This design comes from an exercise in tuning for small area, a short achievable clock period and few clock cycles on the open sky130 flow, not from production work. The RTL was checked by simulation tests, not by an equivalence proof against the original design. No activity file was given, so power comes from the tool's default toggle rates.

==> try-amber: inputs <==
==> flow/design.v (excerpt) <==
module top_fsm(
        input clk,
        input rst_n,
        input        ram_in_we,
        input [4 :0] ram_in_addr_wr,
        input [7 :0] ram_in_data_wr,
        input [3 :0] ram_out_addr_rd,
        output [15:0] ram_out_data_rd,
        input opmode_in,
        output reg done_out
);
==> module rd_inv, before the edit <==
module rd_inv(input a, output y);
    assign y = ~a;
endmodule
==> module rd_nand2, before the edit <==
module rd_nand2(input a, input b, output y);
    assign y = ~(a & b);
endmodule
==> module rd_nor2, before the edit <==
module rd_nor2(input a, input b, output y);
    assign y = ~(a | b);
endmodule
==> module rd_aoi22, before the edit <==
module rd_aoi22(input a1, input a2, input b1, input b2, output y);
    assign y = ~((a1 & a2) | (b1 & b2));
endmodule
==> module top_fsm, before the edit <==
module top_fsm(
        input clk,
        input rst_n,
        input        ram_in_we,
        input [4 :0] ram_in_addr_wr,
        input [7 :0] ram_in_data_wr,
        input [3 :0] ram_out_addr_rd,
        output [15:0] ram_out_data_rd,
        input opmode_in,
        output reg done_out
);
    reg [7:0] ram_in [0:31];
    reg [15:0] ram_out [0:15];
    integer i;
    always @(posedge clk) begin
        if (ram_in_we)
            ram_in[ram_in_addr_wr] <= ram_in_data_wr;
    end
    always @(posedge clk) begin
        if (opmode_in)
            for (i = 0; i < 16; i = i + 1)
                ram_out[i] <= {ram_in[2*i], ram_in[2*i+1]};
    end
    wire [3:0]  a = ram_out_addr_rd;
    wire [3:0]  an;
    wire [3:0]  pre_lo_n, pre_hi_n;
    wire [15:0] sel;
    genvar k, b, p;
    generate
        for (k = 0; k < 4; k = k + 1) begin : g_inv
            rd_inv u_inv (.a(a[k]), .y(an[k]));
        end
        for (k = 0; k < 4; k = k + 1) begin : g_pre
            rd_nand2 u_lo (.a(k[1] ? a[1] : an[1]), .b(k[0] ? a[0] : an[0]), .y(pre_lo_n[k]));
            rd_nand2 u_hi (.a(k[1] ? a[3] : an[3]), .b(k[0] ? a[2] : an[2]), .y(pre_hi_n[k]));
        end
        for (k = 0; k < 16; k = k + 1) begin : g_sel
            rd_nor2 u_sel (.a(pre_hi_n[k / 4]), .b(pre_lo_n[k % 4]), .y(sel[k]));
        end
        for (b = 0; b < 16; b = b + 1) begin : g_bit
            wire [7:0] pair_n;
            wire [3:0] quad;
            wire [1:0] half_n;
            for (p = 0; p < 8; p = p + 1) begin : g_pair
                rd_aoi22 u_pair (.a1(sel[2*p]),   .a2(ram_out[2*p][b]),
                                 .b1(sel[2*p+1]), .b2(ram_out[2*p+1][b]),
                                 .y(pair_n[p]));
            end
            for (p = 0; p < 4; p = p + 1) begin : g_quad
                rd_nand2 u_quad (.a(pair_n[2*p]), .b(pair_n[2*p+1]), .y(quad[p]));
            end
            for (p = 0; p < 2; p = p + 1) begin : g_half
                rd_nor2 u_half (.a(quad[2*p]), .b(quad[2*p+1]), .y(half_n[p]));
            end
            rd_nand2 u_out (.a(half_n[0]), .b(half_n[1]), .y(ram_out_data_rd[b]));
        end
    endgenerate
    always @(posedge clk or negedge rst_n) begin
        if (!rst_n)
            done_out <= 1'b0;
        else if (opmode_in)
            done_out <= 1'b1;
    end
endmodule
Settings: LEC_CHECK=0, CAP_MARGIN=20, CORE_MARGIN=2, CORE_UTILIZATION=75, CTS_BUF_LIST=sky130_fd_sc_hd__clkbuf_8, CTS_CLUSTER_DIAMETER=60, CTS_CLUSTER_SIZE=20, SETUP_SLACK_MARGIN=1.5, SLEW_MARGIN=20, SYNTH_HIERARCHICAL=1; clock period 4.5 ns.
standard.sh (not shown) runs the stock make flow with config.mk's settings and CLKGATE_MAP_FILE= SYNTH_SCRIPT=/design/flow/synth_recipe.tcl, a recipe that flattens the netlist after the stock synthesis.
==> flow/flow/run.sh <==
#!/bin/bash
# The standard layout (standard synthesis included), with one extra step
# after floorplan (flow/downsize.tcl): every logic cell starts from the
# smallest size of its function before placement and timing repair.
# Make's full output goes to flow_make.log; each step's own log is under
# orfs/logs.
set -euo pipefail
W=$(pwd)
bash standard.sh POST_FLOORPLAN_TCL="$W/flow/downsize.tcl" finish > "$W/flow_make.log" 2>&1
==> flow/flow/downsize.tcl <==
# After floorplan: move every logic cell (not the flip-flops) to the
# smallest-area cell of the same function, so that the timing repair that
# follows starts from minimum sizes and upsizes only where timing needs it.
set n 0
set saved 0.0
foreach inst [get_cells *] {
  set master [get_property $inst ref_name]
  if {[string match "*df*" $master]} continue
  if {![regexp {^(sky130_fd_sc_hd__[a-z0-9]+)_([0-9]+)$} $master -> base drv]} continue
  set a0 [get_property [get_lib_cells $master] area]
  set best $master
  set besta $a0
  foreach lc [get_lib_cells ${base}_*] {
    set c [get_name $lc]
    if {![regexp "^${base}_\[0-9\]+\$" $c]} continue
    set a [get_property $lc area]
    if {$a < $besta} { set besta $a; set best $c }
  }
  if {$best ne $master} {
    replace_cell [get_full_name $inst] $best
    incr n
    set saved [expr {$saved + $a0 - $besta}]
  }
}
puts "downsize: $n cells moved to their smallest size, [format %.1f $saved] um2"
==> inputs of try-yarrow, as changes to try-amber <==
==> flow/design.v (replaced) <==
module ram_dp_async_read
#(parameter WIDTH = 8,
  parameter DEPTH = 16,
  parameter DEPTH_LOG = $clog2(DEPTH))
(
 input clk,
 input wr_n,
 input [DEPTH_LOG-1:0] addr_wr,
 input [DEPTH_LOG-1:0] addr_rd,
 input [WIDTH-1:0] data_wr,
 output [WIDTH-1:0] data_rd
);
    reg [WIDTH-1:0] ram [0:DEPTH-1];
    always @(posedge clk) begin
        if(wr_n) begin
            ram[addr_wr] <= data_wr;
        end
    end
    assign data_rd = ram[addr_rd];
endmodule
module top_fsm(
        input clk,
        input rst_n,
        input        ram_in_we,
        input [4 :0] ram_in_addr_wr,
        input [7 :0] ram_in_data_wr,
        input [3 :0] ram_out_addr_rd,
        output [15:0] ram_out_data_rd,
        input opmode_in,
        output reg done_out
);
    reg [7:0] ram_in [0:31];
    reg [15:0] ram_out [0:15];
    integer i, j;
    always @(posedge clk) begin
        if (ram_in_we)
            ram_in[ram_in_addr_wr] <= ram_in_data_wr;
    end
    always @(posedge clk) begin
        if (opmode_in)
            for (i = 0; i < 16; i = i + 1)
                ram_out[i] <= {ram_in[2*i], ram_in[2*i+1]};
    end
    reg [3:0]  sel_lo, sel_hi;
    reg [15:0] grp [0:3];
    reg [15:0] rd;
    always @(*) begin
        for (j = 0; j < 4; j = j + 1) begin
            sel_lo[j] = (ram_out_addr_rd[1:0] == j);
            sel_hi[j] = (ram_out_addr_rd[3:2] == j);
        end
        for (i = 0; i < 4; i = i + 1) begin
            grp[i] = 16'd0;
            for (j = 0; j < 4; j = j + 1)
                grp[i] = grp[i] | ({16{sel_lo[j]}} & ram_out[4*i+j]);
        end
        rd = 16'd0;
        for (i = 0; i < 4; i = i + 1)
            rd = rd | ({16{sel_hi[i]}} & grp[i]);
    end
    assign ram_out_data_rd = rd;
    always @(posedge clk or negedge rst_n) begin
        if (!rst_n)
            done_out <= 1'b0;
        else if (opmode_in)
            done_out <= 1'b1;
    end
endmodule
==> flow/run.sh (new file) <==
#!/bin/bash
# synth_recipe.tcl (not shown) runs the flow's synth.tcl, then flattens the netlist and writes it again
# the make line also repeats each setting of config.mk as NAME=value (left out here)
make -C /OpenROAD-flow-scripts/flow DESIGN_CONFIG=/design/flow/config.mk WORK_HOME=/design/flow/orfs CLKGATE_MAP_FILE= SYNTH_SCRIPT=/design/flow/synth_recipe.tcl finish
==> flow/config.mk (replaced) <==
export PLATFORM = sky130hd
export DESIGN_NAME = top_fsm
export DESIGN_NICKNAME = top_fsm
export VERILOG_FILES = /design/flow/design.v
export SDC_FILE = /design/flow/constraint.sdc
export NUM_CORES = 4
export LEC_CHECK = 0
export CAP_MARGIN = 0
export CORE_MARGIN = 2
export CORE_UTILIZATION = 75
export CTS_CLUSTER_DIAMETER = 80
export CTS_CLUSTER_SIZE = 30
export SETUP_SLACK_MARGIN = 1.5
export SLEW_MARGIN = 0
removed: flow/flow/run.sh
removed: flow/flow/downsize.tcl
removed: flow/standard.sh
==> comparison <==
- Between try-yarrow and try-amber, the lower first-iteration DRC count is in try-yarrow (gap about 2.2%, measured against try-amber).
- In try-yarrow the combinational power is larger than in try-amber, by 16%.
- Via count: try-yarrow is smaller than try-amber (about 11%).
- Against try-amber, the setup slack of try-yarrow is worse by 62 ps.
- Against try-amber, the die area of try-yarrow is smaller by 1.2%.
- In try-yarrow the clock power is smaller than in try-amber, by about 5%.
- Sequential power is about the same in try-amber and try-yarrow.
==> figures <==
quantity	try-amber	try-yarrow
Initial antenna violation count	1	0
Clock distribution area overhead in the final layout	3.43%	3.04%
Delay of the slowest critical-path stage	170 ps	540 ps
Outcome	complete, no violations	complete, no violations
Relative contribution of sequential cells to total power	66.6%	67.1%
F_max	0.316 GHz	0.310 GHz
Pwr/cell area	407 nW/um^2	411 nW/um^2
Peak supply drop	0.386 mV	0.468 mV
Gate Count Post-Synth	832	697
Sw power	1.66 mW	1.60 mW
Area fraction of the dominant cell type after synthesis	86.4%	87.4%
Global routing usage on met2	46.6%	48.9%
Critical path buffer and inverter count	6	4
Fill cell count	1025	981
Final Worst Setup Slack	1340 ps	1280 ps
Testbench counts of try-amber, summed over its fixed seeds: cycles 5,207.
Testbench counts of try-yarrow, summed over its fixed seeds: cycles 5,207.

-- afterwards: timing with drivers on the ports --
No port has a modelled driver above. Below, the same layouts with a new extraction and two added sets of constraints. Step 1 (the two cells are an assumption about what drives the block):
set clk [get_ports {clk}]
set_driving_cell -lib_cell sky130_fd_sc_hd__clkbuf_16 $clk
set_driving_cell -lib_cell sky130_fd_sc_hd__buf_2 [delete_from_list [all_inputs] $clk]
Step 2 also shifts input and output timing later by t, the mid clock arrival at the registers, as if the neighbouring blocks saw the same clock. Three values: no drivers, after step 1, after step 2; two values: the first two.
run | t (ns) | setup slack, ns | worst setup path after step 2 | slew at the worst register clock pin (ns) | worst data-port slew with drivers (ns)
try-amber | 0.606 | 1.340 / 1.261 / 1.140 | input to register | 0.13 / 0.13 | 0.07
try-yarrow | 0.591 | 1.278 / 1.052 / 1.052 | input to output | 0.11 / 0.11 | 0.23
After both steps every run listed still meets setup and hold. The setup slack of try-yarrow, which loses most, moves by -0.226 ns with the drivers and by -0.226 ns with both steps.
